This design comes from an exercise in tuning for small area, a short achievable clock period and few clock cycles per item on the open sky130 flow, not from production work.
At most, simulation tests tie the RTL to the original design; equivalence was not proved.
Power figures rest on the tool's default switching activity, not on a simulated workload.

Setup of v6:
// dma_controller
module dma_controller(
    input wire clk,
    input wire reset,
    input wire trigger,
    input wire [4:0] length,
    input wire [31:0] source_address,
    input wire [31:0] destination_add,
    input wire ARREADY,
    input wire [31:0] RDATA,
    input wire RVALID,
    input wire AWREADY,
    input wire WREADY,
    input wire BVALID,
    output reg done,
    output wire [31:0] ARADDR,
    output wire ARVALID,
    output wire RREADY,
    output wire [31:0] AWADDR,
    output wire AWVALID,
    output wire [31:0] WDATA,
    output wire WVALID,
    output wire BREADY
);
==> module addr_stream, before the edit <==
module addr_stream(
    input wire clk,
    input wire reset,
    input wire trigger,
    input wire [2:0] words,
    input wire [31:0] base,
    input wire ready,
    output wire valid,
    output wire [31:0] addr
);
    localparam G = 4;                       
    localparam NG = (27 + G - 1) / G;       
    reg busy;
    reg [2:0] flip_lo;
    reg [NG-1:0] carry;
    assign valid = trigger | busy;
    wire hs = valid & ready;
    wire [2:0] flip_inc = flip_lo ^ {addr[3] & addr[2], addr[2], 1'b1};
    wire [2:0] lo = base[4:2];
    wire c1 = lo[0] & words[0];
    wire c2 = (lo[1] & words[1]) | ((lo[1] | words[1]) & c1);
    wire [2:0] flip_end = words ^ {c2, c1, 1'b0};
    wire last = flip_inc == flip_end;
    wire step = hs & !last;                 
    always @(posedge clk or posedge reset) begin
        if (reset)
            busy <= 1'b0;
        else if (hs)
            busy <= !last;
        else if (trigger)
            busy <= 1'b1;
    end
    wire carry_inc = carry[0] | (&addr[4:2]);
    wire [26:0] up = base[31:5];
    always @(posedge clk) begin
        if (step)
            flip_lo <= flip_inc;
        else if (!busy)
            flip_lo <= 3'd0;
    end
    reg carry0;
    reg carry0_next;
    always @(*) begin
        if (step)
            carry0_next = carry_inc;
        else if (!busy)
            carry0_next = 1'b0;
        else
            carry0_next = carry0;
    end
    always @(posedge clk)
        carry0 <= carry0_next;
    genvar g, k;
    generate
        for (g = 0; g < NG; g = g + 1) begin : grp
            if (g == 0) begin : first
                always @(*) carry[g] = carry0;
            end else begin : rest
                reg into;
                always @(posedge clk)
                    into <= carry0_next & (&up[g*G-1:0]);
                always @(*) carry[g] = into;
            end
        end
    endgenerate
    assign addr[1:0] = base[1:0];           
    assign addr[4:2] = base[4:2] ^ flip_lo;
    generate
        for (k = 0; k < 27; k = k + 1) begin : bit_up
            localparam integer GB = (k / G) * G;    
            wire inner;
            if (k == GB) begin : first
                assign inner = 1'b1;
            end else begin : rest
                assign inner = &up[k-1:GB];
            end
            assign addr[5 + k] = up[k] ^ (carry[k / G] & inner);
        end
    endgenerate
endmodule
export LEC_CHECK = 0
export CAP_MARGIN = 20
export CORE_MARGIN = 2
export CORE_UTILIZATION = 40
export SETUP_SLACK_MARGIN = 1.7
export SLEW_MARGIN = 20
create_clock -name core_clock -period 4.0 [get_ports {clk}]
standard.sh (not shown) runs the stock make flow with config.mk's settings and CLKGATE_MAP_FILE= SYNTH_SCRIPT=/design/flow/synth_recipe.tcl, a recipe that flattens the netlist after the stock synthesis.
==> flow/flow/run.sh <==
#!/bin/bash
# Standard layout, but with the smallest buffer on the ports (the flow upsizes
# them where timing needs it).
set -euo pipefail
export BUFFER_PORTS_ARGS="-buffer_cell sky130_fd_sc_hd__buf_1"
bash standard.sh > standard.log 2>&1
v6 was carried through to the last stage, and its layout satisfied the timing, DRC and antenna checks.
Testbench counts of v6, summed over its fixed seeds: cycles 5,957, words 1,889.
Setup changes, v6 to v7
--- a/flow/design.v
+++ b/flow/design.v
@@ -55,13 +55,13 @@
     input wire [2:0] words,
     input wire [31:0] base,
     input wire ready,
     output wire valid,
     output wire [31:0] addr
 );
-    localparam G = 4;                       
+    localparam G = 3;                       
     localparam NG = (27 + G - 1) / G;       
     reg busy;
     reg [2:0] flip_lo;
     reg [NG-1:0] carry;
     assign valid = trigger | busy;
     wire hs = valid & ready;
--- outcome ---
- Synthesis left v7 with more flip-flops than v6.
- Compared with v6, v7 has less setup slack.
- Comparing v7 and v6, the higher power drawn by the combinational cells was measured on v7.
- | fraction of area in multi-input gates | v7 vs v6 | 2.0 points lower |
- On via count normalized by instance count, the lower figure sits with v7, not v6.
- Comparing v7 and v6, number of H-tree branching levels is lower on v6.
- Final cell count: v7 vs v6 down about 0.65%
Only the layout flow was run in v7; the RTL was not checked for function there.

* * *

Setup of job 5569:
Another version of the RTL of dma_controller (not shown whole).
For scale: ~33 flip-flops, roughly 210 I/O pins, about 2700 µm² of cells after synthesis.
// dma_controller
module dma_controller(
    input wire clk,
    input wire reset,
    input wire trigger,
    input wire [4:0] length,
    input wire [31:0] source_address,
    input wire [31:0] destination_add,
    input wire ARREADY,
    input wire [31:0] RDATA,
    input wire RVALID,
    input wire AWREADY,
    input wire WREADY,
    input wire BVALID,
    output reg done,
    output wire [31:0] ARADDR,
    output wire ARVALID,
    output wire RREADY,
    output wire [31:0] AWADDR,
    output wire AWVALID,
    output wire [31:0] WDATA,
    output wire WVALID,
    output wire BREADY
);
    wire [2:0] words = length[4:2];
    addr_stream ar (.clk(clk), .reset(reset), .trigger(trigger), .words(words),
                    .base(source_address), .ready(ARREADY),
                    .valid(ARVALID), .addr(ARADDR));
    addr_stream aw (.clk(clk), .reset(reset), .trigger(trigger), .words(words),
                    .base(destination_add), .ready(AWREADY),
                    .valid(AWVALID), .addr(AWADDR));
    reg busy;
    assign WDATA = RDATA;
    assign WVALID = RVALID & busy;
    assign RREADY = WREADY & busy;
    reg [2:0] b_idx;
    assign BREADY = 1'b1;
  ...
==> module addr_stream, before the edit <==
module addr_stream(
    input wire clk,
    input wire reset,
    input wire trigger,
    input wire [2:0] words,
    input wire [31:0] base,
    input wire ready,
    output wire valid,
    output wire [31:0] addr
);
    localparam G = 4;                       
    localparam NG = (27 + G - 1) / G;       
    reg busy;
    reg [2:0] idx;
    reg [2:0] flip_lo;
    reg [NG-1:0] carry;
    assign valid = trigger | busy;
    wire hs = valid & ready;
    wire [2:0] idx_inc = idx + 3'd1;
    wire last = idx_inc == words;
    wire step = hs & !last;                 
    always @(posedge clk or posedge reset) begin
        if (reset) begin
            idx <= 3'd0;
            busy <= 1'b0;
        end else begin
            if (hs)
                idx <= last ? 3'd0 : idx_inc;
            if (hs)
                busy <= !last;
            else if (trigger)
                busy <= 1'b1;
        end
    end
    wire [2:0] lo_inc = addr[4:2] + 3'd1;
    wire carry_inc = carry[0] | (&addr[4:2]);
    wire [26:0] up = base[31:5];
    always @(posedge clk) begin
        if (step)
            flip_lo <= lo_inc ^ base[4:2];
        else if (!busy)
            flip_lo <= 3'd0;
    end
    reg carry0;
    always @(posedge clk) begin
        if (step)
            carry0 <= carry_inc;
        else if (!busy)
            carry0 <= 1'b0;
    end
    genvar g, k;
    generate
        for (g = 0; g < NG; g = g + 1) begin : grp
            if (g == 0) begin : first
                always @(*) carry[g] = carry0;
            end else begin : rest
                reg below;
                always @(posedge clk)
                    below <= &up[g*G-1:0];
                always @(*) carry[g] = carry0 & below;
            end
        end
    endgenerate
    assign addr[1:0] = 2'b00;
    assign addr[4:2] = base[4:2] ^ flip_lo;
    generate
        for (k = 0; k < 27; k = k + 1) begin : bit_up
            localparam integer GB = (k / G) * G;    
            wire inner;
            if (k == GB) begin : first
                assign inner = 1'b1;
            end else begin : rest
                assign inner = &up[k-1:GB];
            end
            assign addr[5 + k] = up[k] ^ (carry[k / G] & inner);
        end
    endgenerate
endmodule
clock: 4.0 ns
lec_check: 0
cap_margin: 20
core_margin: 2
core_utilization: 40
setup_slack_margin: 2.0
slew_margin: 20
Scripts as last shown in full above: flow/flow/run.sh
Testbench counts of job 5569, summed over its fixed seeds: cycles 5,957, words 1,889.
The inputs of job 2629 differ from those of job 5569 as listed below.
diff --git a/flow/design.v b/flow/design.v
--- a/flow/design.v
+++ b/flow/design.v
@@ -70,49 +70,36 @@
     reg [NG-1:0] carry;
     assign valid = trigger | busy;
     wire hs = valid & ready;
-    wire [2:0] idx_inc = idx + 3'd1;
-    wire last = idx_inc == words;
-    wire step = hs & !last;                 
+    wire last = (idx + 3'd1) == words;
+    wire [2:0] idx_next = hs ? (last ? 3'd0 : idx + 3'd1) : idx;
     always @(posedge clk or posedge reset) begin
         if (reset) begin
             idx <= 3'd0;
             busy <= 1'b0;
         end else begin
-            if (hs)
-                idx <= last ? 3'd0 : idx_inc;
+            idx <= idx_next;
             if (hs)
                 busy <= !last;
             else if (trigger)
                 busy <= 1'b1;
         end
     end
-    wire [2:0] lo_inc = addr[4:2] + 3'd1;
-    wire carry_inc = carry[0] | (&addr[4:2]);
+    wire [3:0] lo_next = {1'b0, base[4:2]} + {1'b0, idx_next};
     wire [26:0] up = base[31:5];
     always @(posedge clk) begin
-        if (step)
-            flip_lo <= lo_inc ^ base[4:2];
-        else if (!busy)
-            flip_lo <= 3'd0;
-    end
-    reg carry0;
-    always @(posedge clk) begin
-        if (step)
-            carry0 <= carry_inc;
-        else if (!busy)
-            carry0 <= 1'b0;
+        flip_lo <= lo_next[2:0] ^ base[4:2];
     end
     genvar g, k;
     generate
         for (g = 0; g < NG; g = g + 1) begin : grp
+            wire below;
             if (g == 0) begin : first
-                always @(*) carry[g] = carry0;
+                assign below = 1'b1;
             end else begin : rest
-                reg below;
-                always @(posedge clk)
-                    below <= &up[g*G-1:0];
-                always @(*) carry[g] = carry0 & below;
+                assign below = &up[g*G-1:0];
             end
+            always @(posedge clk)
+                carry[g] <= lo_next[3] & below;
         end
     endgenerate
     assign addr[1:0] = 2'b00;
==> run summary <==
- Each of the runs, namely job 2629 and job 5569, reached the end of the flow and came out clean.
- Cmp job 2629 and job 5569 / global-route usage / lower: job 5569
- Re fraction of the core area covered by cells at the end of the flow: job 5569 was lower than job 2629.
- Job 2629 reports a lower area of placed instances than job 5569 does.
- Diff job 2629 and job 5569: first-iteration DRC count higher in job 2629
- DRC violations left across job 2629 and job 5569: no real change.
The RTL of job 2629 was laid out without a check of its function.

* * *

== zinc ==
dma_controller, a different RTL version from the one above (not shown whole).
Size: roughly 300 cells after synthesis, ~36 flip-flops, ~210 I/O pins.
==> module dma_controller, before the edit <==
module dma_controller(
    input wire clk,
    input wire reset,
    input wire trigger,
    input wire [4:0] length,
    input wire [31:0] source_address,
    input wire [31:0] destination_add,
    input wire ARREADY,
    input wire [31:0] RDATA,
    input wire RVALID,
    input wire AWREADY,
    input wire WREADY,
    input wire BVALID,
    output reg done,
    output wire [31:0] ARADDR,
    output wire ARVALID,
    output wire RREADY,
    output wire [31:0] AWADDR,
    output wire AWVALID,
    output wire [31:0] WDATA,
    output wire WVALID,
    output wire BREADY
);
    wire [2:0] words = length[4:2];
    addr_stream ar (.clk(clk), .reset(reset), .trigger(trigger), .words(words),
                    .base(source_address), .ready(ARREADY),
                    .valid(ARVALID), .addr(ARADDR));
    addr_stream aw (.clk(clk), .reset(reset), .trigger(trigger), .words(words),
                    .base(destination_add), .ready(AWREADY),
                    .valid(AWVALID), .addr(AWADDR));
    reg [2:0] b_left;
    wire busy = |b_left;
    assign WDATA = RDATA;
    assign WVALID = RVALID & busy;
    assign RREADY = WREADY & busy;
    assign BREADY = BVALID;
    always @(posedge clk or posedge reset) begin
        if (reset) begin
            b_left <= 3'd0;
            done <= 1'b0;
        end else if (trigger) begin
            b_left <= words;
            done <= 1'b0;
        end else if (busy && BVALID) begin
            b_left <= b_left - 3'd1;
            done <= b_left == 3'd1;
        end
    end
endmodule
==> module addr_stream, before the edit <==
module addr_stream(
    input wire clk,
    input wire reset,
    input wire trigger,
    input wire [2:0] words,
    input wire [31:0] base,
    input wire ready,
    output wire valid,
    output wire [31:0] addr
);
    localparam G = 3;                       
    localparam NG = (27 + G - 1) / G;       
    reg busy;
    reg [2:0] idx;
    reg [2:0] flip_lo;
    reg [NG-1:0] carry;
    assign valid = trigger | busy;
    wire hs = valid & ready;
    wire [2:0] idx_inc = idx + 3'd1;
    wire last = idx_inc == words;
    wire step = hs & !last;                 
    always @(posedge clk or posedge reset) begin
        if (reset) begin
            idx <= 3'd0;
            busy <= 1'b0;
        end else begin
            if (hs)
                idx <= last ? 3'd0 : idx_inc;
            if (hs)
                busy <= !last;
            else if (trigger)
                busy <= 1'b1;
        end
    end
    wire [2:0] flip_inc = flip_lo ^ {addr[3] & addr[2], addr[2], 1'b1};
    wire carry_inc = carry[0] | (&addr[4:2]);
    wire [26:0] up = base[31:5];
    always @(posedge clk) begin
        if (step)
            flip_lo <= flip_inc;
        else if (!busy)
            flip_lo <= 3'd0;
    end
    reg carry0;
    always @(posedge clk) begin
        if (step)
            carry0 <= carry_inc;
        else if (!busy)
            carry0 <= 1'b0;
    end
    genvar g, k;
    generate
        for (g = 0; g < NG; g = g + 1) begin : grp
            if (g == 0) begin : first
                always @(*) carry[g] = carry0;
            end else begin : rest
                reg below;
                always @(posedge clk)
                    below <= &up[g*G-1:0];
                always @(*) carry[g] = carry0 & below;
            end
        end
    endgenerate
    assign addr[1:0] = base[1:0];           
    assign addr[4:2] = base[4:2] ^ flip_lo;
    generate
        for (k = 0; k < 27; k = k + 1) begin : bit_up
            localparam integer GB = (k / G) * G;    
            wire inner;
            if (k == GB) begin : first
                assign inner = 1'b1;
            end else begin : rest
                assign inner = &up[k-1:GB];
            end
            assign addr[5 + k] = up[k] ^ (carry[k / G] & inner);
        end
    endgenerate
endmodule
clock: 4.0 ns
lec_check: 0
cap_margin: 20
core_margin: 2
core_utilization: 40
cts_buf_list: sky130_fd_sc_hd__clkbuf_4
setup_slack_margin: 1.5
slew_margin: 20
Scripts as last shown in full above: flow/flow/run.sh
#### Input delta (tundra over zinc)
-- flow/design.v --
<<< zinc, line 30
                    .base(destination_add), .ready(AWREADY),
                    .valid(AWVALID), .addr(AWADDR));
    reg [2:0] b_left;
    wire busy = |b_left;
    assign WDATA = RDATA;
    assign WVALID = RVALID & busy;
    assign RREADY = WREADY & busy;
    assign BREADY = BVALID;
    always @(posedge clk or posedge reset) begin
        if (reset) begin
            b_left <= 3'd0;
            done <= 1'b0;
        end else if (trigger) begin
            b_left <= words;
            done <= 1'b0;
        end else if (busy && BVALID) begin
            b_left <= b_left - 3'd1;
            done <= b_left == 3'd1;
        end
    end
>>> tundra, line 30
                    .base(destination_add), .ready(AWREADY),
                    .valid(AWVALID), .addr(AWADDR));
    reg busy;
    assign WDATA = RDATA;
    assign WVALID = RVALID & busy;
    assign RREADY = WREADY & busy;
    reg [2:0] b_idx;
    assign BREADY = 1'b1;
    wire b_last = (b_idx + 3'd1) == words;
    always @(posedge clk or posedge reset) begin
        if (reset) begin
            b_idx <= 3'd0;
            busy <= 1'b0;
            done <= 1'b0;
        end else if (trigger) begin
            b_idx <= 3'd0;
            busy <= 1'b1;
            done <= 1'b0;
        end else if (busy && BVALID) begin
            b_idx <= b_idx + 3'd1;
            busy <= !b_last;
            done <= b_last;
        end
    end
<<< zinc, line 59
    output wire [31:0] addr
);
    localparam G = 3;                       
    localparam NG = (27 + G - 1) / G;       
    reg busy;
>>> tundra, line 63
    output wire [31:0] addr
);
    localparam G = 4;                       
    localparam NG = (27 + G - 1) / G;       
    reg busy;
<<< zinc, line 83
        end
    end
    wire [2:0] flip_inc = flip_lo ^ {addr[3] & addr[2], addr[2], 1'b1};
    wire carry_inc = carry[0] | (&addr[4:2]);
    wire [26:0] up = base[31:5];
    always @(posedge clk) begin
        if (step)
            flip_lo <= flip_inc;
        else if (!busy)
            flip_lo <= 3'd0;
>>> tundra, line 87
        end
    end
    wire [2:0] lo_inc = addr[4:2] + 3'd1;
    wire carry_inc = carry[0] | (&addr[4:2]);
    wire [26:0] up = base[31:5];
    always @(posedge clk) begin
        if (step)
            flip_lo <= lo_inc ^ base[4:2];
        else if (!busy)
            flip_lo <= 3'd0;
<<< zinc, line 112
        end
    endgenerate
    assign addr[1:0] = base[1:0];           
    assign addr[4:2] = base[4:2] ^ flip_lo;
    generate
>>> tundra, line 116
        end
    endgenerate
    assign addr[1:0] = 2'b00;
    assign addr[4:2] = base[4:2] ^ flip_lo;
    generate
==> run summary <==
- No stage failed in tundra, and the final checks on the layout all came back clean.
- The more densely filled core belongs to tundra, not zinc.
- Total power delta (tundra − zinc): unfavourable
- Summary of tundra over zinc: portion of netlist area occupied by mux cells fell 0.41 points, routed length on met1 rose 4.3%, worst clock skew fell 0.0077 ns, sum of met3 wire segment lengths after detailed routing rose 1 µm.
Testbench counts of tundra, summed over its fixed seeds: cycles 5,957, words 1,889.
Function not checked in zinc: the RTL went through the layout flow alone.

-- afterwards: timing with drivers on the ports --
The flow's constraints put no driver on any port. The routed layouts listed below were extracted and timed again, unchanged, in two steps. Step 1 (the two cells are an assumption about what drives the block):
set clk [get_ports {clk}]
set_driving_cell -lib_cell sky130_fd_sc_hd__clkbuf_16 $clk
set_driving_cell -lib_cell sky130_fd_sc_hd__buf_2 [delete_from_list [all_inputs] $clk]
Step 2 adds t to the input delays and takes it off the output delays; t is the mean of the earliest and latest rising clock arrival at the registers after step 1. Input paths then give back, and output paths get back, about the clock's delay inside the block. a / b / c = no drivers / after step 1 / after step 2; a / b = the first two.
| run | t, ns | setup WS [ns] | hold slack, ns | clock arrival spread, ns |
|---|---|---|---|---|
| v6 | 0.300 | 1.762 / 1.724 / 1.492 | 0.407 / 0.398 / 0.550 | 0.004 / 0.004 |
| v7 | 0.306 | 1.751 / 1.719 / 1.446 | 0.395 / 0.389 / 0.524 | 0.009 / 0.009 |
| job 5569 | 0.307 | 1.637 / 1.610 / 1.651 | 0.487 / 0.487 / 0.487 | 0.002 / 0.002 |
| job 2629 | 0.301 | 1.692 / 1.648 / 1.347 | 0.517 / 0.517 / 0.530 | 0.008 / 0.008 |
| zinc | 0.350 | 1.615 / 1.593 / 1.654 | 0.439 / 0.437 / 0.493 | 0.023 / 0.024 |
| tundra | 0.343 | 1.640 / 1.613 / 1.613 | 0.472 / 0.477 / 0.500 | 0.010 / 0.010 |
After both steps setup and hold are still met in every run listed. For job 2629, which loses most, drivers alone change the setup slack by -0.044 ns; drivers and shift together by -0.345 ns.
